What follows belongs to an exercise in optimizing a design on an open flow for small area, a short achievable clock period and few clock cycles per item; a production flow would make more cautious choices.
Function was not checked in any run shown here: the RTL went through the layout flow alone.

--- flow/run.sh ---
#!/bin/bash
# synth_recipe.tcl (not shown) runs the flow's synth.tcl, then flattens the netlist and writes it again
# the make line also repeats each setting of config.mk as NAME=value (left out here)
make -C /OpenROAD-flow-scripts/flow DESIGN_CONFIG=/design/flow/config.mk WORK_HOME=/design/flow/orfs CLKGATE_MAP_FILE= SYNTH_SCRIPT=/design/flow/synth_recipe.tcl finish
--- flow/config.mk ---
export PLATFORM = sky130hd
export DESIGN_NAME = fir_top
export DESIGN_NICKNAME = fir_top
export VERILOG_FILES = /design/flow/design.v
export SDC_FILE = /design/flow/constraint.sdc
export NUM_CORES = 4
export LEC_CHECK = 0
export CAP_MARGIN = 20
export CORE_MARGIN = 2
export CORE_UTILIZATION = 40
export SLEW_MARGIN = 20
--- flow/constraint.sdc ---
create_clock -name core_clock -period 10.0 [get_ports {clk}]
set_input_delay 2.0000 -clock core_clock [delete_from_list [all_inputs] [get_ports {clk}]]
set_output_delay 2.0000 -clock core_clock [all_outputs]
set_load 0.01 [all_outputs]
--- flow/design.v ---
module fir_top (
    input  wire       clk,
    input  wire       resetN,
    input  wire       sampleClk,
    input  wire [7:0] sample,
    output reg  [7:0] sum,
    output reg        dav
);
   reg [7:0] h1, h2, h3, h4, h5, h6, h7, h8;
   reg [19:0] t1;
   reg [19:0] t2;
   reg [3:0] ic;
   wire busy = ~ic[3] | ~ic[2];
   wire en = sampleClk | busy;
   wire [7:0] xin = busy ? 8'd0 : sample;
   wire [8:0] pe = {h2[7], h2} + {h3[7], h3};
   wire [8:0] pb = {h1[7], h1} + {h4[7], h4};
   wire t2t_s0 = 1'b1 ^ pe[1] ^ ~pb[2];
   wire t2t_c0 = (1'b1 & pe[1]) | (1'b1 & ~pb[2]) | (pe[1] & ~pb[2]);
   wire t2t_s1 = 1'b1 ^ pe[2] ^ ~pe[0];
   wire t2t_c1 = (1'b1 & pe[2]) | (1'b1 & ~pe[0]) | (pe[2] & ~pe[0]);
   wire t2t_s2 = ~pb[3] ^ ~pb[1] ^ t2t_c0;
   wire t2t_c2 = (~pb[3] & ~pb[1]) | (~pb[3] & t2t_c0) | (~pb[1] & t2t_c0);
   wire t2t_s3 = 1'b1 ^ pe[3] ^ ~pe[1];
   wire t2t_c3 = (1'b1 & pe[3]) | (1'b1 & ~pe[1]) | (pe[3] & ~pe[1]);
   wire t2t_s4 = ~pb[4] ^ ~pb[2] ^ ~pb[0];
   wire t2t_c4 = (~pb[4] & ~pb[2]) | (~pb[4] & ~pb[0]) | (~pb[2] & ~pb[0]);
   wire t2t_s5 = t2t_c1 ^ t2t_s3 ^ t2t_s4;
   wire t2t_c5 = (t2t_c1 & t2t_s3) | (t2t_c1 & t2t_s4) | (t2t_s3 & t2t_s4);
   wire t2t_s6 = pe[4] ^ ~pe[2] ^ ~pb[5];
   wire t2t_c6 = (pe[4] & ~pe[2]) | (pe[4] & ~pb[5]) | (~pe[2] & ~pb[5]);
   wire t2t_s7 = ~pb[3] ^ ~pb[1] ^ t2t_c3;
   wire t2t_c7 = (~pb[3] & ~pb[1]) | (~pb[3] & t2t_c3) | (~pb[1] & t2t_c3);
   wire t2t_s8 = t2t_c4 ^ t2t_s6 ^ t2t_c5;
   wire t2t_c8 = (t2t_c4 & t2t_s6) | (t2t_c4 & t2t_c5) | (t2t_s6 & t2t_c5);
   wire t2t_s9 = pe[5] ^ ~pe[3] ^ ~pb[6];
   wire t2t_c9 = (pe[5] & ~pe[3]) | (pe[5] & ~pb[6]) | (~pe[3] & ~pb[6]);
   wire t2t_s10 = ~pb[4] ^ ~pb[2] ^ t2t_c6;
   wire t2t_c10 = (~pb[4] & ~pb[2]) | (~pb[4] & t2t_c6) | (~pb[2] & t2t_c6);
   wire t2t_s11 = t2t_s9 ^ t2t_c7 ^ t2t_s10;
   wire t2t_c11 = (t2t_s9 & t2t_c7) | (t2t_s9 & t2t_s10) | (t2t_c7 & t2t_s10);
   wire t2t_s12 = 1'b1 ^ pe[6] ^ ~pe[4];
   wire t2t_c12 = (1'b1 & pe[6]) | (1'b1 & ~pe[4]) | (pe[6] & ~pe[4]);
   wire t2t_s13 = ~pe[0] ^ ~pb[7] ^ ~pb[5];
   wire t2t_c13 = (~pe[0] & ~pb[7]) | (~pe[0] & ~pb[5]) | (~pb[7] & ~pb[5]);
   wire t2t_s14 = ~pb[3] ^ t2t_c9 ^ t2t_s12;
   wire t2t_c14 = (~pb[3] & t2t_c9) | (~pb[3] & t2t_s12) | (t2t_c9 & t2t_s12);
   wire t2t_s15 = t2t_s13 ^ t2t_c10 ^ t2t_s14;
   wire t2t_c15 = (t2t_s13 & t2t_c10) | (t2t_s13 & t2t_s14) | (t2t_c10 & t2t_s14);
   wire t2t_s16 = 1'b1 ^ pe[7] ^ ~pe[5];
   wire t2t_c16 = (1'b1 & pe[7]) | (1'b1 & ~pe[5]) | (pe[7] & ~pe[5]);
   wire t2t_s17 = ~pe[1] ^ pb[8] ^ ~pb[6];
   wire t2t_c17 = (~pe[1] & pb[8]) | (~pe[1] & ~pb[6]) | (pb[8] & ~pb[6]);
   wire t2t_s18 = ~pb[4] ^ pb[0] ^ t2t_c12;
   wire t2t_c18 = (~pb[4] & pb[0]) | (~pb[4] & t2t_c12) | (pb[0] & t2t_c12);
   wire t2t_s19 = t2t_c13 ^ t2t_s16 ^ t2t_s17;
   wire t2t_c19 = (t2t_c13 & t2t_s16) | (t2t_c13 & t2t_s17) | (t2t_s16 & t2t_s17);
   wire t2t_s20 = t2t_c14 ^ t2t_s18 ^ t2t_s19;
   wire t2t_c20 = (t2t_c14 & t2t_s18) | (t2t_c14 & t2t_s19) | (t2t_s18 & t2t_s19);
   wire t2t_s21 = ~pe[8] ^ ~pe[6] ^ ~pe[2];
   wire t2t_c21 = (~pe[8] & ~pe[6]) | (~pe[8] & ~pe[2]) | (~pe[6] & ~pe[2]);
   wire t2t_s22 = ~pb[7] ^ ~pb[5] ^ pb[1];
   wire t2t_c22 = (~pb[7] & ~pb[5]) | (~pb[7] & pb[1]) | (~pb[5] & pb[1]);
   wire t2t_s23 = t2t_c16 ^ t2t_c17 ^ t2t_s21;
   wire t2t_c23 = (t2t_c16 & t2t_c17) | (t2t_c16 & t2t_s21) | (t2t_c17 & t2t_s21);
   wire t2t_s24 = t2t_s22 ^ t2t_c18 ^ t2t_c19;
   wire t2t_c24 = (t2t_s22 & t2t_c18) | (t2t_s22 & t2t_c19) | (t2t_c18 & t2t_c19);
   wire t2t_s25 = t2t_s23 ^ t2t_c20 ^ t2t_s24;
   wire t2t_c25 = (t2t_s23 & t2t_c20) | (t2t_s23 & t2t_s24) | (t2t_c20 & t2t_s24);
   wire t2t_s26 = ~pe[7] ^ ~pe[3] ^ pe[0];
   wire t2t_c26 = (~pe[7] & ~pe[3]) | (~pe[7] & pe[0]) | (~pe[3] & pe[0]);
   wire t2t_s27 = pb[8] ^ ~pb[6] ^ pb[2];
   wire t2t_c27 = (pb[8] & ~pb[6]) | (pb[8] & pb[2]) | (~pb[6] & pb[2]);
   wire t2t_s28 = t2t_c21 ^ t2t_c22 ^ t2t_s26;
   wire t2t_c28 = (t2t_c21 & t2t_c22) | (t2t_c21 & t2t_s26) | (t2t_c22 & t2t_s26);
   wire t2t_s29 = t2t_s27 ^ t2t_c23 ^ t2t_s28;
   wire t2t_c29 = (t2t_s27 & t2t_c23) | (t2t_s27 & t2t_s28) | (t2t_c23 & t2t_s28);
   wire t2t_s30 = t2t_c24 ^ t2t_s29 ^ t2t_c25;
   wire t2t_c30 = (t2t_c24 & t2t_s29) | (t2t_c24 & t2t_c25) | (t2t_s29 & t2t_c25);
   wire t2t_s31 = pe[8] ^ ~pe[4] ^ pe[1];
   wire t2t_c31 = (pe[8] & ~pe[4]) | (pe[8] & pe[1]) | (~pe[4] & pe[1]);
   wire t2t_s32 = ~pb[7] ^ pb[3] ^ t2t_c26;
   wire t2t_c32 = (~pb[7] & pb[3]) | (~pb[7] & t2t_c26) | (pb[3] & t2t_c26);
   wire t2t_s33 = t2t_c27 ^ t2t_s31 ^ t2t_c28;
   wire t2t_c33 = (t2t_c27 & t2t_s31) | (t2t_c27 & t2t_c28) | (t2t_s31 & t2t_c28);
   wire t2t_s34 = t2t_s32 ^ t2t_c29 ^ t2t_s33;
   wire t2t_c34 = (t2t_s32 & t2t_c29) | (t2t_s32 & t2t_s33) | (t2t_c29 & t2t_s33);
   wire t2t_s35 = ~pe[5] ^ pe[2] ^ pb[8];
   wire t2t_c35 = (~pe[5] & pe[2]) | (~pe[5] & pb[8]) | (pe[2] & pb[8]);
   wire t2t_s36 = pb[4] ^ t2t_c31 ^ t2t_s35;
   wire t2t_c36 = (pb[4] & t2t_c31) | (pb[4] & t2t_s35) | (t2t_c31 & t2t_s35);
   wire t2t_s37 = t2t_c32 ^ t2t_s36 ^ t2t_c33;
   wire t2t_c37 = (t2t_c32 & t2t_s36) | (t2t_c32 & t2t_c33) | (t2t_s36 & t2t_c33);
   wire t2t_s38 = 1'b1 ^ ~pe[6] ^ pe[3];
   wire t2t_c38 = (1'b1 & ~pe[6]) | (1'b1 & pe[3]) | (~pe[6] & pe[3]);
   wire t2t_s39 = pb[5] ^ t2t_c35 ^ t2t_s38;
   wire t2t_c39 = (pb[5] & t2t_c35) | (pb[5] & t2t_s38) | (t2t_c35 & t2t_s38);
   wire t2t_s40 = t2t_c36 ^ t2t_s39 ^ t2t_c37;
   wire t2t_c40 = (t2t_c36 & t2t_s39) | (t2t_c36 & t2t_c37) | (t2t_s39 & t2t_c37);
   wire t2t_s41 = 1'b1 ^ ~pe[7] ^ pe[4];
   wire t2t_c41 = (1'b1 & ~pe[7]) | (1'b1 & pe[4]) | (~pe[7] & pe[4]);
   wire t2t_s42 = pb[6] ^ t2t_c38 ^ t2t_s41;
   wire t2t_c42 = (pb[6] & t2t_c38) | (pb[6] & t2t_s41) | (t2t_c38 & t2t_s41);
   wire t2t_s43 = t2t_c39 ^ t2t_s42 ^ t2t_c40;
   wire t2t_c43 = (t2t_c39 & t2t_s42) | (t2t_c39 & t2t_c40) | (t2t_s42 & t2t_c40);
   wire t2t_s44 = pe[8] ^ pe[5] ^ pb[7];
   wire t2t_c44 = (pe[8] & pe[5]) | (pe[8] & pb[7]) | (pe[5] & pb[7]);
   wire t2t_s45 = t2t_c41 ^ t2t_s44 ^ t2t_c42;
   wire t2t_c45 = (t2t_c41 & t2t_s44) | (t2t_c41 & t2t_c42) | (t2t_s44 & t2t_c42);
   wire t2t_s46 = pe[6] ^ ~pb[8] ^ t2t_c44;
   wire t2t_c46 = (pe[6] & ~pb[8]) | (pe[6] & t2t_c44) | (~pb[8] & t2t_c44);
   wire t2t_s47 = 1'b1 ^ pe[7] ^ t2t_c46;
   wire t2t_c47 = (1'b1 & pe[7]) | (1'b1 & t2t_c46) | (pe[7] & t2t_c46);
   wire [19:0] t2t_a = {1'b1, ~pe[8], t2t_s47, t2t_c45, t2t_c43, t2t_s43, t2t_s40, t2t_c34, t2t_c30, t2t_s30, t2t_s25, t2t_c15, t2t_c11, t2t_c8, t2t_s7, t2t_c2, t2t_s1, ~pb[0], pe[0], ~pb[0]};
   wire [19:0] t2t_b = {1'b0, t2t_c47, 1'b0, t2t_s46, t2t_s45, 1'b0, 1'b0, t2t_s37, t2t_s34, 1'b0, 1'b0, t2t_s20, t2t_s15, t2t_s11, t2t_s8, t2t_s5, t2t_s2, t2t_s0, ~pb[1], 1'b1};
   wire [19:0] t2Next = t2t_a + t2t_b;
   wire [8:0] pa = {h1[7], h1} + {h6[7], h6};
   wire t1t_s0 = 1'b1 ^ t2[0] ^ ~h7[0];
   wire t1t_c0 = (1'b1 & t2[0]) | (1'b1 & ~h7[0]) | (t2[0] & ~h7[0]);
   wire t1t_s1 = t2[1] ^ ~h7[1] ^ t1t_c0;
   wire t1t_c1 = (t2[1] & ~h7[1]) | (t2[1] & t1t_c0) | (~h7[1] & t1t_c0);
   wire t1t_s2 = 1'b1 ^ t2[2] ^ ~pa[0];
   wire t1t_c2 = (1'b1 & t2[2]) | (1'b1 & ~pa[0]) | (t2[2] & ~pa[0]);
   wire t1t_s3 = ~h7[2] ^ t1t_s2 ^ t1t_c1;
   wire t1t_c3 = (~h7[2] & t1t_s2) | (~h7[2] & t1t_c1) | (t1t_s2 & t1t_c1);
   wire t1t_s4 = t2[3] ^ ~pa[1] ^ ~h7[3];
   wire t1t_c4 = (t2[3] & ~pa[1]) | (t2[3] & ~h7[3]) | (~pa[1] & ~h7[3]);
   wire t1t_s5 = h7[0] ^ h8[0] ^ t1t_c2;
   wire t1t_c5 = (h7[0] & h8[0]) | (h7[0] & t1t_c2) | (h8[0] & t1t_c2);
   wire t1t_s6 = t1t_s4 ^ t1t_s5 ^ t1t_c3;
   wire t1t_c6 = (t1t_s4 & t1t_s5) | (t1t_s4 & t1t_c3) | (t1t_s5 & t1t_c3);
   wire t1t_s7 = 1'b1 ^ t2[4] ^ ~pa[2];
   wire t1t_c7 = (1'b1 & t2[4]) | (1'b1 & ~pa[2]) | (t2[4] & ~pa[2]);
   wire t1t_s8 = ~pa[0] ^ ~h7[4] ^ h7[1];
   wire t1t_c8 = (~pa[0] & ~h7[4]) | (~pa[0] & h7[1]) | (~h7[4] & h7[1]);
   wire t1t_s9 = h8[1] ^ t1t_c4 ^ t1t_s7;
   wire t1t_c9 = (h8[1] & t1t_c4) | (h8[1] & t1t_s7) | (t1t_c4 & t1t_s7);
   wire t1t_s10 = t1t_s8 ^ t1t_c5 ^ t1t_s9;
   wire t1t_c10 = (t1t_s8 & t1t_c5) | (t1t_s8 & t1t_s9) | (t1t_c5 & t1t_s9);
   wire t1t_s11 = 1'b1 ^ t2[5] ^ ~pa[3];
   wire t1t_c11 = (1'b1 & t2[5]) | (1'b1 & ~pa[3]) | (t2[5] & ~pa[3]);
   wire t1t_s12 = ~pa[1] ^ ~h7[5] ^ h7[2];
   wire t1t_c12 = (~pa[1] & ~h7[5]) | (~pa[1] & h7[2]) | (~h7[5] & h7[2]);
   wire t1t_s13 = ~h7[0] ^ h8[2] ^ t1t_c7;
   wire t1t_c13 = (~h7[0] & h8[2]) | (~h7[0] & t1t_c7) | (h8[2] & t1t_c7);
   wire t1t_s14 = t1t_c8 ^ t1t_s11 ^ t1t_s12;
   wire t1t_c14 = (t1t_c8 & t1t_s11) | (t1t_c8 & t1t_s12) | (t1t_s11 & t1t_s12);
   wire t1t_s15 = t1t_c9 ^ t1t_s13 ^ t1t_s14;
   wire t1t_c15 = (t1t_c9 & t1t_s13) | (t1t_c9 & t1t_s14) | (t1t_s13 & t1t_s14);
   wire t1t_s16 = 1'b1 ^ t2[6] ^ ~pa[4];
   wire t1t_c16 = (1'b1 & t2[6]) | (1'b1 & ~pa[4]) | (t2[6] & ~pa[4]);
   wire t1t_s17 = ~pa[2] ^ ~pa[0] ^ ~h7[6];
   wire t1t_c17 = (~pa[2] & ~pa[0]) | (~pa[2] & ~h7[6]) | (~pa[0] & ~h7[6]);
   wire t1t_s18 = h7[3] ^ ~h7[1] ^ h8[3];
   wire t1t_c18 = (h7[3] & ~h7[1]) | (h7[3] & h8[3]) | (~h7[1] & h8[3]);
   wire t1t_s19 = t1t_c11 ^ t1t_c12 ^ t1t_s16;
   wire t1t_c19 = (t1t_c11 & t1t_c12) | (t1t_c11 & t1t_s16) | (t1t_c12 & t1t_s16);
   wire t1t_s20 = t1t_s17 ^ t1t_s18 ^ t1t_c13;
   wire t1t_c20 = (t1t_s17 & t1t_s18) | (t1t_s17 & t1t_c13) | (t1t_s18 & t1t_c13);
   wire t1t_s21 = t1t_c14 ^ t1t_s19 ^ t1t_s20;
   wire t1t_c21 = (t1t_c14 & t1t_s19) | (t1t_c14 & t1t_s20) | (t1t_s19 & t1t_s20);
   wire t1t_s22 = 1'b1 ^ t2[7] ^ ~pa[5];
   wire t1t_c22 = (1'b1 & t2[7]) | (1'b1 & ~pa[5]) | (t2[7] & ~pa[5]);
   wire t1t_s23 = ~pa[3] ^ ~pa[1] ^ h7[7];
   wire t1t_c23 = (~pa[3] & ~pa[1]) | (~pa[3] & h7[7]) | (~pa[1] & h7[7]);
   wire t1t_s24 = h7[4] ^ ~h7[2] ^ h8[4];
   wire t1t_c24 = (h7[4] & ~h7[2]) | (h7[4] & h8[4]) | (~h7[2] & h8[4]);
   wire t1t_s25 = t1t_c16 ^ t1t_c17 ^ t1t_c18;
   wire t1t_c25 = (t1t_c16 & t1t_c17) | (t1t_c16 & t1t_c18) | (t1t_c17 & t1t_c18);
   wire t1t_s26 = t1t_s22 ^ t1t_s23 ^ t1t_s24;
   wire t1t_c26 = (t1t_s22 & t1t_s23) | (t1t_s22 & t1t_s24) | (t1t_s23 & t1t_s24);
   wire t1t_s27 = t1t_c19 ^ t1t_s25 ^ t1t_s26;
   wire t1t_c27 = (t1t_c19 & t1t_s25) | (t1t_c19 & t1t_s26) | (t1t_s25 & t1t_s26);
   wire t1t_s28 = t1t_c20 ^ t1t_s27 ^ t1t_c21;
   wire t1t_c28 = (t1t_c20 & t1t_s27) | (t1t_c20 & t1t_c21) | (t1t_s27 & t1t_c21);
   wire t1t_s29 = 1'b1 ^ t2[8] ^ ~pa[6];
   wire t1t_c29 = (1'b1 & t2[8]) | (1'b1 & ~pa[6]) | (t2[8] & ~pa[6]);
   wire t1t_s30 = ~pa[4] ^ ~pa[2] ^ h7[5];
   wire t1t_c30 = (~pa[4] & ~pa[2]) | (~pa[4] & h7[5]) | (~pa[2] & h7[5]);
   wire t1t_s31 = ~h7[3] ^ h8[5] ^ t1t_c22;
   wire t1t_c31 = (~h7[3] & h8[5]) | (~h7[3] & t1t_c22) | (h8[5] & t1t_c22);
   wire t1t_s32 = t1t_c23 ^ t1t_c24 ^ t1t_s29;
   wire t1t_c32 = (t1t_c23 & t1t_c24) | (t1t_c23 & t1t_s29) | (t1t_c24 & t1t_s29);
   wire t1t_s33 = t1t_s30 ^ t1t_c25 ^ t1t_c26;
   wire t1t_c33 = (t1t_s30 & t1t_c25) | (t1t_s30 & t1t_c26) | (t1t_c25 & t1t_c26);
   wire t1t_s34 = t1t_s31 ^ t1t_s32 ^ t1t_c27;
   wire t1t_c34 = (t1t_s31 & t1t_s32) | (t1t_s31 & t1t_c27) | (t1t_s32 & t1t_c27);
   wire t1t_s35 = t1t_s33 ^ t1t_s34 ^ t1t_c28;
   wire t1t_c35 = (t1t_s33 & t1t_s34) | (t1t_s33 & t1t_c28) | (t1t_s34 & t1t_c28);
   wire t1t_s36 = 1'b1 ^ t2[9] ^ ~pa[7];
   wire t1t_c36 = (1'b1 & t2[9]) | (1'b1 & ~pa[7]) | (t2[9] & ~pa[7]);
   wire t1t_s37 = ~pa[5] ^ ~pa[3] ^ h7[6];
   wire t1t_c37 = (~pa[5] & ~pa[3]) | (~pa[5] & h7[6]) | (~pa[3] & h7[6]);
   wire t1t_s38 = ~h7[4] ^ h8[6] ^ t1t_c29;
   wire t1t_c38 = (~h7[4] & h8[6]) | (~h7[4] & t1t_c29) | (h8[6] & t1t_c29);
   wire t1t_s39 = t1t_c30 ^ t1t_s36 ^ t1t_s37;
   wire t1t_c39 = (t1t_c30 & t1t_s36) | (t1t_c30 & t1t_s37) | (t1t_s36 & t1t_s37);
   wire t1t_s40 = t1t_c31 ^ t1t_c32 ^ t1t_s38;
   wire t1t_c40 = (t1t_c31 & t1t_c32) | (t1t_c31 & t1t_s38) | (t1t_c32 & t1t_s38);
   wire t1t_s41 = t1t_s39 ^ t1t_c33 ^ t1t_s40;
   wire t1t_c41 = (t1t_s39 & t1t_c33) | (t1t_s39 & t1t_s40) | (t1t_c33 & t1t_s40);
   wire t1t_s42 = t1t_c34 ^ t1t_s41 ^ t1t_c35;
   wire t1t_c42 = (t1t_c34 & t1t_s41) | (t1t_c34 & t1t_c35) | (t1t_s41 & t1t_c35);
   wire t1t_s43 = t2[10] ^ pa[8] ^ ~pa[6];
   wire t1t_c43 = (t2[10] & pa[8]) | (t2[10] & ~pa[6]) | (pa[8] & ~pa[6]);
   wire t1t_s44 = ~pa[4] ^ ~h7[7] ^ ~h7[5];
   wire t1t_c44 = (~pa[4] & ~h7[7]) | (~pa[4] & ~h7[5]) | (~h7[7] & ~h7[5]);
   wire t1t_s45 = ~h8[7] ^ t1t_c36 ^ t1t_c37;
   wire t1t_c45 = (~h8[7] & t1t_c36) | (~h8[7] & t1t_c37) | (t1t_c36 & t1t_c37);
   wire t1t_s46 = t1t_s43 ^ t1t_s44 ^ t1t_c38;
   wire t1t_c46 = (t1t_s43 & t1t_s44) | (t1t_s43 & t1t_c38) | (t1t_s44 & t1t_c38);
   wire t1t_s47 = t1t_c39 ^ t1t_s45 ^ t1t_c40;
   wire t1t_c47 = (t1t_c39 & t1t_s45) | (t1t_c39 & t1t_c40) | (t1t_s45 & t1t_c40);
   wire t1t_s48 = t1t_s46 ^ t1t_c41 ^ t1t_s47;
   wire t1t_c48 = (t1t_s46 & t1t_c41) | (t1t_s46 & t1t_s47) | (t1t_c41 & t1t_s47);
   wire t1t_s49 = t2[11] ^ ~pa[7] ^ ~pa[5];
   wire t1t_c49 = (t2[11] & ~pa[7]) | (t2[11] & ~pa[5]) | (~pa[7] & ~pa[5]);
   wire t1t_s50 = ~h7[6] ^ t1t_c43 ^ t1t_c44;
   wire t1t_c50 = (~h7[6] & t1t_c43) | (~h7[6] & t1t_c44) | (t1t_c43 & t1t_c44);
   wire t1t_s51 = t1t_s49 ^ t1t_c45 ^ t1t_s50;
   wire t1t_c51 = (t1t_s49 & t1t_c45) | (t1t_s49 & t1t_s50) | (t1t_c45 & t1t_s50);
   wire t1t_s52 = t1t_c46 ^ t1t_s51 ^ t1t_c47;
   wire t1t_c52 = (t1t_c46 & t1t_s51) | (t1t_c46 & t1t_c47) | (t1t_s51 & t1t_c47);
   wire t1t_s53 = 1'b1 ^ t2[12] ^ pa[8];
   wire t1t_c53 = (1'b1 & t2[12]) | (1'b1 & pa[8]) | (t2[12] & pa[8]);
   wire t1t_s54 = ~pa[6] ^ h7[7] ^ t1t_c49;
   wire t1t_c54 = (~pa[6] & h7[7]) | (~pa[6] & t1t_c49) | (h7[7] & t1t_c49);
   wire t1t_s55 = t1t_s53 ^ t1t_c50 ^ t1t_s54;
   wire t1t_c55 = (t1t_s53 & t1t_c50) | (t1t_s53 & t1t_s54) | (t1t_c50 & t1t_s54);
   wire t1t_s56 = t1t_c51 ^ t1t_s55 ^ t1t_c52;
   wire t1t_c56 = (t1t_c51 & t1t_s55) | (t1t_c51 & t1t_c52) | (t1t_s55 & t1t_c52);
   wire t1t_s57 = t2[13] ^ ~pa[7] ^ t1t_c53;
   wire t1t_c57 = (t2[13] & ~pa[7]) | (t2[13] & t1t_c53) | (~pa[7] & t1t_c53);
   wire t1t_s58 = t1t_c54 ^ t1t_s57 ^ t1t_c55;
   wire t1t_c58 = (t1t_c54 & t1t_s57) | (t1t_c54 & t1t_c55) | (t1t_s57 & t1t_c55);
   wire t1t_s59 = t2[14] ^ pa[8] ^ t1t_c57;
   wire t1t_c59 = (t2[14] & pa[8]) | (t2[14] & t1t_c57) | (pa[8] & t1t_c57);
   wire t1t_s60 = 1'b1 ^ t2[15] ^ t1t_c59;
   wire t1t_c60 = (1'b1 & t2[15]) | (1'b1 & t1t_c59) | (t2[15] & t1t_c59);
   wire t1t_s61 = 1'b1 ^ t2[16] ^ t1t_c60;
   wire t1t_c61 = (1'b1 & t2[16]) | (1'b1 & t1t_c60) | (t2[16] & t1t_c60);
   wire t1t_s62 = 1'b1 ^ t2[17] ^ t1t_c61;
   wire t1t_c62 = (1'b1 & t2[17]) | (1'b1 & t1t_c61) | (t2[17] & t1t_c61);
   wire t1t_s63 = 1'b1 ^ t2[18] ^ t1t_c62;
   wire t1t_c63 = (1'b1 & t2[18]) | (1'b1 & t1t_c62) | (t2[18] & t1t_c62);
   wire [19:0] t1t_a = {~t2[19], t1t_s63, t1t_s62, t1t_s61, t1t_s60, t1t_c58, t1t_c56, t1t_s56, t1t_c48, t1t_c42, t1t_s42, t1t_s35, t1t_s28, t1t_c15, t1t_c10, t1t_c6, t1t_s6, t1t_s3, t1t_s1, t1t_s0};
   wire [19:0] t1t_b = {t1t_c63, 1'b0, 1'b0, 1'b0, 1'b0, t1t_s59, t1t_s58, 1'b0, t1t_s52, t1t_s48, 1'b0, 1'b0, 1'b0, t1t_s21, t1t_s15, t1t_s10, 1'b0, 1'b0, 1'b0, 1'b0};
   wire [19:0] t1Next = t1t_a + t1t_b;
   wire rt_s0 = 1'b1 ^ t1[0] ^ ~h1[0];
   wire rt_c0 = (1'b1 & t1[0]) | (1'b1 & ~h1[0]) | (t1[0] & ~h1[0]);
   wire rt_s1 = t1[1] ^ ~h1[1] ^ rt_c0;
   wire rt_c1 = (t1[1] & ~h1[1]) | (t1[1] & rt_c0) | (~h1[1] & rt_c0);
   wire rt_s2 = t1[2] ^ ~h1[2] ^ rt_c1;
   wire rt_c2 = (t1[2] & ~h1[2]) | (t1[2] & rt_c1) | (~h1[2] & rt_c1);
   wire rt_s3 = t1[3] ^ ~h1[3] ^ h1[0];
   wire rt_c3 = (t1[3] & ~h1[3]) | (t1[3] & h1[0]) | (~h1[3] & h1[0]);
   wire rt_s4 = t1[4] ^ ~h1[4] ^ h1[1];
   wire rt_c4 = (t1[4] & ~h1[4]) | (t1[4] & h1[1]) | (~h1[4] & h1[1]);
   wire rt_s5 = 1'b1 ^ t1[5] ^ ~h1[5];
   wire rt_c5 = (1'b1 & t1[5]) | (1'b1 & ~h1[5]) | (t1[5] & ~h1[5]);
   wire rt_s6 = h1[2] ^ ~h1[0] ^ rt_c4;
   wire rt_c6 = (h1[2] & ~h1[0]) | (h1[2] & rt_c4) | (~h1[0] & rt_c4);
   wire rt_s7 = t1[6] ^ ~h1[6] ^ h1[3];
   wire rt_c7 = (t1[6] & ~h1[6]) | (t1[6] & h1[3]) | (~h1[6] & h1[3]);
   wire rt_s8 = ~h1[1] ^ rt_c5 ^ rt_s7;
   wire rt_c8 = (~h1[1] & rt_c5) | (~h1[1] & rt_s7) | (rt_c5 & rt_s7);
   wire rt_s9 = 1'b1 ^ t1[7] ^ h1[7];
   wire rt_c9 = (1'b1 & t1[7]) | (1'b1 & h1[7]) | (t1[7] & h1[7]);
   wire rt_s10 = h1[4] ^ ~h1[2] ^ rt_c7;
   wire rt_c10 = (h1[4] & ~h1[2]) | (h1[4] & rt_c7) | (~h1[2] & rt_c7);
   wire rt_s11 = rt_s9 ^ rt_c8 ^ rt_s10;
   wire rt_c11 = (rt_s9 & rt_c8) | (rt_s9 & rt_s10) | (rt_c8 & rt_s10);
   wire rt_s12 = 1'b1 ^ t1[8] ^ h1[5];
   wire rt_c12 = (1'b1 & t1[8]) | (1'b1 & h1[5]) | (t1[8] & h1[5]);
   wire rt_s13 = ~h1[3] ^ rt_c9 ^ rt_s12;
   wire rt_c13 = (~h1[3] & rt_c9) | (~h1[3] & rt_s12) | (rt_c9 & rt_s12);
   wire rt_s14 = rt_c10 ^ rt_s13 ^ rt_c11;
   wire rt_c14 = (rt_c10 & rt_s13) | (rt_c10 & rt_c11) | (rt_s13 & rt_c11);
   wire rt_s15 = 1'b1 ^ t1[9] ^ h1[6];
   wire rt_c15 = (1'b1 & t1[9]) | (1'b1 & h1[6]) | (t1[9] & h1[6]);
   wire rt_s16 = ~h1[4] ^ rt_c12 ^ rt_s15;
   wire rt_c16 = (~h1[4] & rt_c12) | (~h1[4] & rt_s15) | (rt_c12 & rt_s15);
   wire rt_s17 = rt_c13 ^ rt_s16 ^ rt_c14;
   wire rt_c17 = (rt_c13 & rt_s16) | (rt_c13 & rt_c14) | (rt_s16 & rt_c14);
   wire rt_s18 = t1[10] ^ ~h1[7] ^ ~h1[5];
   wire rt_c18 = (t1[10] & ~h1[7]) | (t1[10] & ~h1[5]) | (~h1[7] & ~h1[5]);
   wire rt_s19 = rt_c15 ^ rt_s18 ^ rt_c16;
   wire rt_c19 = (rt_c15 & rt_s18) | (rt_c15 & rt_c16) | (rt_s18 & rt_c16);
   wire rt_s20 = 1'b1 ^ t1[11] ^ ~h1[6];
   wire rt_c20 = (1'b1 & t1[11]) | (1'b1 & ~h1[6]) | (t1[11] & ~h1[6]);
   wire rt_s21 = rt_c18 ^ rt_s20 ^ rt_c19;
   wire rt_c21 = (rt_c18 & rt_s20) | (rt_c18 & rt_c19) | (rt_s20 & rt_c19);
   wire rt_s22 = t1[12] ^ h1[7] ^ rt_c20;
   wire rt_c22 = (t1[12] & h1[7]) | (t1[12] & rt_c20) | (h1[7] & rt_c20);
   wire rt_s23 = 1'b1 ^ t1[13] ^ rt_c22;
   wire rt_c23 = (1'b1 & t1[13]) | (1'b1 & rt_c22) | (t1[13] & rt_c22);
   wire rt_s24 = 1'b1 ^ t1[14] ^ rt_c23;
   wire rt_c24 = (1'b1 & t1[14]) | (1'b1 & rt_c23) | (t1[14] & rt_c23);
   wire rt_s25 = 1'b1 ^ t1[15] ^ rt_c24;
   wire rt_c25 = (1'b1 & t1[15]) | (1'b1 & rt_c24) | (t1[15] & rt_c24);
   wire rt_s26 = 1'b1 ^ t1[16] ^ rt_c25;
   wire rt_c26 = (1'b1 & t1[16]) | (1'b1 & rt_c25) | (t1[16] & rt_c25);
   wire rt_s27 = 1'b1 ^ t1[17] ^ rt_c26;
   wire rt_c27 = (1'b1 & t1[17]) | (1'b1 & rt_c26) | (t1[17] & rt_c26);
   wire rt_s28 = 1'b1 ^ t1[18] ^ rt_c27;
   wire rt_c28 = (1'b1 & t1[18]) | (1'b1 & rt_c27) | (t1[18] & rt_c27);
   wire [19:0] rt_a = {~t1[19], rt_s28, rt_s27, rt_s26, rt_s25, rt_s24, rt_s23, rt_c21, rt_s21, rt_c17, rt_s17, rt_s14, rt_s11, rt_c6, rt_s5, rt_c3, rt_c2, rt_s2, rt_s1, rt_s0};
   wire [19:0] rt_b = {rt_c28, 1'b0, 1'b0, 1'b0, 1'b0, 1'b0, 1'b0, rt_s22, 1'b0, rt_s19, 1'b0, 1'b0, 1'b0, rt_s8, rt_s6, rt_s4, rt_s3, 1'b0, 1'b0, 1'b0};
   wire [19:0] r = rt_a + rt_b;
   wire [8:0] lo = {1'b0, r[10:3]} + {1'b0, sample};
   wire [8:0] hi = r[19:11];
   wire [8:0] hiM = hi - 9'd1;
   wire [8:0] hiP = hi + 9'd1;
   wire up = lo[8] & ~sample[7];
   wire dn = ~lo[8] & sample[7];
   wire [8:0] ah = up ? hiP : dn ? hiM : hi;
   wire a7 = lo[7];
   reg [7:0] sumNext;
   always @* begin
      sumNext = ah[7:0] + a7;
      if (!ah[8] && ah[7]) sumNext = 8'h7f;
      if (ah[8] && !ah[7]) sumNext = 8'h80;
   end
   always @(posedge clk, negedge resetN)
     if (!resetN) begin
        ic <= 4'd0;
        dav <= 1'b0;
     end else begin
        if (busy) ic <= ic + 4'd1;
        dav <= sampleClk & ~busy;
     end
   always @(posedge clk) begin
      sum <= sumNext;
      if (en) begin
         t1 <= t1Next;
         t2 <= t2Next;
         h1 <= xin; h2 <= h1; h3 <= h2; h4 <= h3;
         h5 <= h4; h6 <= h5; h7 <= h6; h8 <= h7;
      end
   end
endmodule
==> impl_metrics.ini, run 1 <==
[global_route]
grt_pass1_wl_um = 31620
grt_overflow = 0
grt_max_degree = 76
grt_usage_pct = 15.27
grt_pass1_vias = 6469
antenna_found_initial = 0

[placed_design]
numPortBuffers = 19
dp_hpwl_um = 15040
place.gp.congestion = 0.8321
placed_cells = 1264
dpl_cell_area_sq_mm = 0.01074

[setup_path]
cp-start-kind = register
slowest_delay_ns = 0.54
r2r_slack_ns = 3.47
arrival_ns = 6.70
worst-path-stages = 24
crit_type = register to register
crit_slowest_cell = fa_1
r2r-start = h1[0]
rr_worst_depth = 24
end_kind = register
path_buf_inv = 4
startpoint = h1[0]
worst_r2r_endpoint = t2[15]
cp_common_cell = fa_1
path_delay_family = adder cells
crit_end = t2[15]
worstPathRequired_ns = 10.17
crit_path_cell_trace = ha_1 -> fa_1 -> a21oi_1 -> nor2_1 -> nor2_1 -> o21bai_1 -> a21oi_1 -> xnor2_1 -> inv_1 -> fa_1 -> inv_1 -> fa_1 -> fa_1 -> fa_1 -> inv_1 -> fa_1 -> inv_1 -> ha_1 -> nor3b_1 -> nand3_1 -> a21oi_1 -> o41ai_1 -> or3b_2 -> xnor2_1
worstPathMaxFanout = 5

[cts]
cts_setup_buffers = 0
cts_resized = 0
cts_buffers = 17
clock_latency_ns = 0.42
cts.clk_slew.worst_paths_ns = 0.06
clock-sinks = 117
clk_path_buf_depth = 2
clock-root-buffer = clkbuf_16
cts_tree = done
hold_buffers = 0
htreeDepth = 4

[flow_run]
max-cap-violations = 0

[run_status]
outcome = no timing/DRC/antenna violations

[sta]
worst_pin_slew_ns = 0.9189
fmax_ghz = 0.1532
clock_skew_ns = 0.02057
hold_slack_ns = 0.4156
slew_violations = 0
setup_viol = 0
fin_crit_sh_pct = 65.28
fin_tns_setup_ns = 0
fin_crit_ns = 6.528
relSlewSlack_pct = 38.74
timing.final.hold_violations = 0
rsz0062_at_grt = no

[floorplanning]
io_pins = 20
coreArea_sq_mm = 0.02504
initial_core_util_pct = 40.61
die_width_um = 163.4
num_rows = 58
die_h_um = 163.4
die_area_sq_mm = 0.02671

[synth]
syn_nets = 1137
yosys_warnings = 1
netlist_area_sq_mm = 0.01017
syn_area_per_cell_sq_um = 11.03
seq_area_frac_synth_pct = 33.52
synthFlopType = edfxtp_1
ys_ff_latch = 117
async_flop_share_pct = 4.274
synthCells = 922
synth.distinct_cells = 69
synth_edf_count = 104

[finish]
drive_gt1_share_pct = 5.596
instances_no_fill = 1295
insertedDiodeCount = 0
fin_area_sq_mm = 0.01131
syn_to_final_growth_pct = 11.20
nets = 1168
mostFrequentLayoutCell = inv_1
final_cell_mix = inv_1, fa_1, edfxtp_1
nFillCells = 2401

[route]
ant_nets = 0
firstDrtPassIters = 5
initialDrtViolationCount = 325
route.vias.total = 6095
via_per_inst = 4.707
totalWireLength_um = 18430
route.detailed.drc = 0
routedWlPerCell_um = 14.23

[worst_hold_path]
hold_path_class = register to register
holdCritStartpoint = h5[7]
==> sequential cells by signal, indices dropped and copies added (netlist names) <==
register / count
h4: 8
ic: 4
h7: 8
dav: 1
h3: 8
h8: 8
sum: 8
h6: 8
t1: 20
h1: 8
t2: 20
h2: 8
h5: 8
==> worst register-to-register path, delay by kind of cell, from the launching register on <==
| family | cells | cell delay (ns) |
|---|---|---|
| adder cells (fa/ha/maj) | 8 | 2.91 |
| AO/OA/AOI/OAI | 5 | 0.79 |
| AND/OR/NAND/NOR | 5 | 1.28 |
| buffers and inverters | 4 | 0.35 |
| flip-flops | 1 | 0.46 |
| XOR/XNOR | 2 | 0.47 |
==> area by class of cell <==
cell class,instances,area [sq um],area share (%)
Timing Repair Buffer,20,197.7,1.749
Multi-Input combinational cell,557,5819,51.47
Clock buffer,17,425.4,3.763
Tap cell,330,412.9,3.652
Clock inverter,14,141.4,1.251
Sequential cell,117,3408,30.15
Inverter,240,900.9,7.968
==> how the worst min path moves through the flow <==
stage,to,depth (start not counted)
2_1_floorplan,h6[0],0
3_3_place_gp,h6[7],0
3_5_place_dp,h6[1],0
4_1_cts,h6[7],0
5_1_grt,h6[7],0
6_report,h6[7],0
==> per-layer routing <==
| layer | global-route usage (%) | wire (um) | up-vias | part of all wire (%) |
|---|---|---|---|---|
| met5 | 0 | 0 | - | 0 |
| met4 | 5.028 | 244 | 0 | 1.3 |
| met3 | 2.260 | 359 | 17 | 1.9 |
| met2 | 26.87 | 9214 | 59 | 50 |
| met1 | 19.26 | 8610 | 2962 | 47 |
| li1 | - | - | 3057 | - |
==> kinds of logic after synthesis <==
logic type,Yosys count,share of synthesized area (%)
AND/OR/NAND/NOR,144,7.495
multiplexers,6,0.6399
AO/OA/AOI/OAI,117,8.085
XOR/XNOR,77,6.855
buffers and inverters,248,9.266
adder cells (fa/ha/maj),213,34.14
flip-flops,117,33.52
==> cells in the mapped netlist, drive strengths merged, types with 12 or more instances <==
cell      n  area share (%)
a21oi    29             1.4
and3     14            0.86
edfxtp  104              31
fa      110              22
ha       94              12
inv     240             8.9
nand2    30             1.1
nor2     32             1.2
o21ai    18            0.89
o21bai   12            0.89
xnor2    53             4.7
xor2     24             2.1
==> stage by stage <==
stage | util, % | setup WS [ns]
finish | 45.16 | 3.472
global route | 45.16 | 2.956
CTS | 45.16 | 3.438
detailed placement | 42.89 | 3.465
global placement | 42.89 | 3.626
floorplan | - | 4.044
==> inputs of run 2 (changes only) <==
--- a/flow/config.mk
+++ b/flow/config.mk
@@ -10,2 +10,3 @@
 export CORE_UTILIZATION = 40
+export SETUP_SLACK_MARGIN = 5
 export SLEW_MARGIN = 20
==> impl_metrics.ini, run 2 <==
[sta]
fin_crit_sh_pct = 58.31
worst_pin_slew_ns = 0.7850
rsz0062_at_grt = yes
fin_crit_ns = 5.831
relSlewSlack_pct = 47.58
slew_violations = 0
fin_tns_setup_ns = 0
setup_viol = 0
clock_skew_ns = 0.01100
fmax_ghz = 0.1715
hold_slack_ns = 0.4202
timing.final.hold_violations = 0

[synth]
ys_top_cells_by_count = inv_1, fa_1, edfxtp_1
async_flop_share_pct = 4.274
syn_nets = 1137
synthFlopType = edfxtp_1
syn_area_per_cell_sq_um = 11.03
yosysTopAreaCell = edfxtp_1
synth_edf_count = 104
yosysMostFrequentCell = inv_1
seq_area_frac_synth_pct = 33.52
netlist_area_sq_mm = 0.01017
synth.distinct_cells = 69
netlist_top_cells_area = edfxtp_1, fa_1, ha_1
yosys_warnings = 1
ys_ff_latch = 117
synthCells = 922
synth_top_cell_area_share_pct = 30.72

[global_route]
grt_usage_pct = 16.04
grt_pass1_vias = 6912
grt_pass1_wl_um = 33080
antenna_found_initial = 0
grt_max_degree = 86
grt_overflow = 0

[cts]
clock-root-buffer = clkbuf_16
htreeDepth = 4
cts.clk_slew.worst_paths_ns = 0.06
clk_path_buf_depth = 2
cts_tree = done
clock_latency_ns = 0.43
cts_buffers = 17
clock-sinks = 117

[route]
firstDrtPassIters = 5
via_per_inst = 4.772
route.detailed.drc = 0
route.vias.total = 6457
totalWireLength_um = 19880
ant_nets = 0
routedWlPerCell_um = 14.69
initialDrtViolationCount = 286

[setup_path]
arrival_ns = 6.00
crit_type = register to register
crit_end = t1[19]
worstPathMaxFanout = 3
path_buf_inv = 3
startpoint = h1[0]
worst_r2r_endpoint = t1[19]
worst-path-stages = 25
crit_slowest_cell = edfxtp_1
cp-start-kind = register
rr_worst_depth = 25
end_kind = register
r2r_slack_ns = 4.17
path_delay_family = adder cells
slowest_delay_ns = 0.51
cp_common_cell = fa_2
worstPathRequired_ns = 10.17
r2r-start = h1[0]

[finish]
drive_gt1_share_pct = 22.87
syn_to_final_growth_pct = 22.59
insertedDiodeCount = 0
final_cell_mix = inv_1, edfxtp_1, fa_1
biggestRegsByFlops = t1 x20, t2 x20
nets = 1226
mostFrequentLayoutCell = inv_1

[floorplanning]
die_h_um = 163.4
io_pins = 20
die_width_um = 163.4
initial_core_util_pct = 40.61
die_area_sq_mm = 0.02671
coreArea_sq_mm = 0.02504
num_rows = 58

[run_status]
outcome = no timing/DRC/antenna violations

[placed_design]
place.gp.congestion = 0.8143
dp_hpwl_um = 15130
numPortBuffers = 19

[flow_run]
max-cap-violations = 0

[worst_hold_path]
hold_path_class = register to register
holdPathStages = 0
## run 2: cell types whose count changed in the layout (fill, tap and decap cells not counted), moves of 12 or more
cell / change
buf_4: +47
fa_1: -18
fa_2: +18
a21oi_1: -17
a21oi_2: +15
xnor2_1: -14
inv_1: -13
inv_2: +13
ha_1: -12
## run 2: logic make-up after synthesis
group / synth area share, %
buf+inv: 9.266
simple gates: 7.495
fa+ha+maj: 34.14
flops: 33.52
compound gates: 8.085
xor+xnor: 6.855
mux: 0.6399
## run 2: final cells by class
class / instances / area (sq um)
Clock buffer: 17 / 425.4
Clock inverter: 14 / 120.1
Fill cell: 2235 / 12570
Inverter: 240 / 900.9
Multi-Input combinational cell: 557 / 6523
Sequential cell: 117 / 3408
Tap cell: 330 / 412.9
Timing Repair Buffer: 78 / 674.4
## run 2: metal layers
metal	track usage (%)	vias up	share of wire, %	wire length, um
li1	-	3180	-	-
met1	19.61	3178	45	9023
met2	28.79	79	51	10060
met3	2.819	20	2.4	475
met4	4.907	0	1.6	327
met5	0	-	0	0
## run 2: worst min path at each step
stage / end / start
2_1_floorplan: h6[0] / h5[0]
3_3_place_gp: h6[6] / h5[6]
3_5_place_dp: h6[7] / h5[7]
4_1_cts: h6[7] / h5[7]
5_1_grt: h6[4] / h5[4]
6_report: h6[6] / h5[6]
## run 2: worst reg2reg max path, stage by stage (launching register included)
cell	delay, ns
edfxtp_1	0.51
ha_4	0.23
fa_2	0.45
a21oi_2	0.14
nor2_1	0.06
nor2_2	0.14
buf_6	0.13
xnor2_4	0.12
ha_2	0.20
inv_2	0.04
fa_1	0.50
fa_2	0.37
inv_2	0.06
fa_1	0.42
fa_2	0.36
fa_2	0.46
nor3b_4	0.21
nand2_1	0.09
nor2_2	0.12
o21ai_2	0.07
a21oi_2	0.14
a21o_1	0.14
a21oi_2	0.07
or3_4	0.34
nor3_2	0.13
xnor2_1	0.09
## run 2: through the flow
| stage | cell area, sq um | setup slack [ns] | util (%) | instances |
|---|---|---|---|---|
| floorplan | 10410 | 4.411 | - | 922 |
| global placement | 10980 | 3.854 | 43.86 | 1264 |
| detailed placement | 10980 | 3.846 | 43.86 | 1264 |
| CTS | 12120 | 4.145 | 48.40 | 1341 |
| global route | 12460 | 3.964 | 49.79 | 1353 |
| finish | 12460 | 4.169 | 49.79 | 1353 |
## run 2: what timing repair did
item,in CTS,in global routing
setup buffers,46,12
endpoints found under the setup margin,31,31
hold buffers,0,0
gates resized for setup,54,49
pin swaps,34,32
==> inputs of run 3 (changes only) <==
--- a/flow/config.mk
+++ b/flow/config.mk
@@ -10,3 +10,3 @@
 export CORE_UTILIZATION = 40
-export SETUP_SLACK_MARGIN = 5
+export SETUP_SLACK_MARGIN = 3
 export SLEW_MARGIN = 20
==> impl_metrics.ini, run 3 <==
[run_status]
outcome = no timing/DRC/antenna violations

[finish]
fin_area_sq_mm = 0.01131
biggestRegsByFlops = t1 x20, t2 x20
mostFrequentLayoutCell = inv_1
syn_to_final_growth_pct = 11.25
insertedDiodeCount = 0
final_cell_mix = inv_1, fa_1, edfxtp_1
nFillCells = 2400
nets = 1168
drive_gt1_share_pct = 5.699

[synth]
netlist_area_sq_mm = 0.01017
seq_area_frac_synth_pct = 33.52
synth_top_cell_area_share_pct = 30.72
yosys_warnings = 1
synthCells = 922
synth.distinct_cells = 69
yosysTopAreaCell = edfxtp_1
ys_top_cells_by_count = inv_1, fa_1, edfxtp_1
yosysMostFrequentCell = inv_1
synth_edf_count = 104
netlist_top_cells_area = edfxtp_1, fa_1, ha_1
synthFlopType = edfxtp_1
async_flop_share_pct = 4.274
ys_ff_latch = 117
syn_area_per_cell_sq_um = 11.03
syn_nets = 1137

[setup_path]
crit_slowest_cell = edfxtp_1
arrival_ns = 6.65
crit_path_cell_trace = ha_1 -> a21o_1 -> a21oi_1 -> o21bai_1 -> a21oi_1 -> xnor2_1 -> ha_1 -> inv_1 -> fa_1 -> fa_1 -> inv_1 -> fa_1 -> fa_1 -> fa_1 -> nor3b_1 -> nand2_1 -> nor2_1 -> o21ai_0 -> a21oi_1 -> a21o_1 -> a21oi_1 -> or3_1 -> nor3_1 -> xnor2_1
worstPathRequired_ns = 10.15
end_kind = register
crit_type = register to register
slowest_delay_ns = 0.57
cp-start-kind = register
cp_common_cell = fa_1
worstPathMaxFanout = 7

[global_route]
grt_usage_pct = 15.27
antenna_found_initial = 0
grt_overflow = 0
grt_max_degree = 76
grt_pass1_vias = 6469
grt_pass1_wl_um = 31620

[cts]
cts_buffers = 17
cts.clk_slew.worst_paths_ns = 0.06
clock_latency_ns = 0.42
clock-sinks = 117
clock-root-buffer = clkbuf_16
clk_path_buf_depth = 2
htreeDepth = 4
cts_setup_buffers = 0
cts_tree = done

[floorplanning]
die_area_sq_mm = 0.02671
initial_core_util_pct = 40.61
die_width_um = 163.4
io_pins = 20
die_h_um = 163.4
coreArea_sq_mm = 0.02504
num_rows = 58

[sta]
slew_violations = 0
timing.final.hold_violations = 0
fin_crit_sh_pct = 64.99
rsz0062_at_grt = no
fmax_ghz = 0.1539
setup_viol = 0
worst_pin_slew_ns = 0.9158
fin_tns_setup_ns = 0
relSlewSlack_pct = 38.94
clock_skew_ns = 0.02051
fin_crit_ns = 6.499

[worst_hold_path]
hold_path_class = register to register

[route]
route.detailed.drc = 0
totalWireLength_um = 18450
initialDrtViolationCount = 325
via_per_inst = 4.710
firstDrtPassIters = 5
routedWlPerCell_um = 14.25
route.vias.total = 6100
ant_nets = 0

[placed_design]
dpl_cell_area_sq_mm = 0.01074
place.gp.congestion = 0.8321
dp_hpwl_um = 15040
numPortBuffers = 19

[flow_run]
max-cap-violations = 0
[run 3: final timing paths]
path	from	endpoint	slack [ns]	cells past startpoint
max	h1[1]	t1[19]	3.50	24
min	h5[7]	h6[7]	0.42	0
max reg2reg	h1[1]	t1[19]	3.50	24
min reg2reg	h5[7]	h6[7]	0.42	0
max in group asynchronous	resetN	dav	8.00	1
min in group asynchronous	resetN	ic[2]	1.80	1
[run 3: routing by layer]
| metal | global-route usage, % | part of all wire, % | vias up |
|---|---|---|---|
| li1 | - | - | 3056 |
| met2 | 26.87 | 50 | 61 |
| met3 | 2.260 | 2.0 | 17 |
| met1 | 19.26 | 47 | 2966 |
| met4 | 5.028 | 1.3 | 0 |
| met5 | 0 | 0 | - |
[run 3: critical path: cells and delay by family, from the launching register on]
family,cells,cell delay [ns]
AOI/OAI and AO/OA,8,1.30
buffers and inverters,2,0.13
and+or+nand+nor,5,1.12
adders and majority gates,7,2.84
xor gates and xnor gates,2,0.27
DFF,1,0.57
[run 3: timing repair]
action                     in CTS  in global routing
resized for setup               0                  1
setup endpoints to repair       0                  1
hold buffers                    0                  0
[run 3: layout make-up]
| cell class | count | area, sq um | share of cell area [%] |
|---|---|---|---|
| Tap cell | 330 | 412.9 | 3.650 |
| Clock inverter | 14 | 141.4 | 1.250 |
| Sequential cell | 117 | 3408 | 30.13 |
| Timing Repair Buffer | 20 | 197.7 | 1.748 |
| Clock buffer | 17 | 425.4 | 3.761 |
| Inverter | 240 | 900.9 | 7.965 |
| Multi-Input combinational cell | 557 | 5824 | 51.49 |
[run 3: through the flow]
stage	cells	hold WS (ns)	utilization [%]	setup WS [ns]
after floorplan	922	0.4003	-	4.044
after global placement	1264	0.4018	42.89	3.626
after detailed placement	1264	0.4045	42.89	3.465
after CTS	1295	0.4174	45.16	3.438
after global routing	1295	0.4240	45.18	3.018
final	1295	0.4155	45.18	3.501
[run 3: cell families (layout without fill, tap and decap cells)]
kind of cell | after synthesis | after routing | synth area share [%]
AOI/OAI and AO/OA | 117 | 117 | 8.085
xor gates and xnor gates | 77 | 77 | 6.855
adders and majority gates | 213 | 213 | 34.14
buffers and inverters | 248 | 291 | 9.266
DFF | 117 | 117 | 33.52
muxes | 6 | 6 | 0.6399
and+or+nand+nor | 144 | 144 | 7.495

[what the ideal ports hide]
How much do the figures lean on ideal ports? The routed layouts below were timed once more, with nothing changed but the port constraints.
Step 1, drivers: a clkbuf_16 drives clk and a buf_2 each remaining input, both assumed.
Step 2 moves the port delays by t, midway between the first and last clock arrival at a register: inputs arrive t later, outputs are due t later. That takes back most of the time a late clock gives input paths.
Three values: ideal, step 1, step 2; two values: the first two.
run | t (ns) | setup slack, ns | worst hold slack (ns) | latest minus earliest clock arrival (ns) | worst data-port slew with drivers (ns)
run 1 | 0.455 | 3.472 / 3.472 / 3.472 | 0.416 / 0.416 / 0.416 | 0.020 / 0.020 | 0.04
run 2 | 0.469 | 4.169 / 4.169 / 4.169 | 0.420 / 0.420 / 0.420 | 0.011 / 0.011 | 0.04
run 3 | 0.455 | 3.501 / 3.501 / 3.501 | 0.415 / 0.415 / 0.415 | 0.021 / 0.021 | 0.04
After both steps every run listed still meets setup and hold.
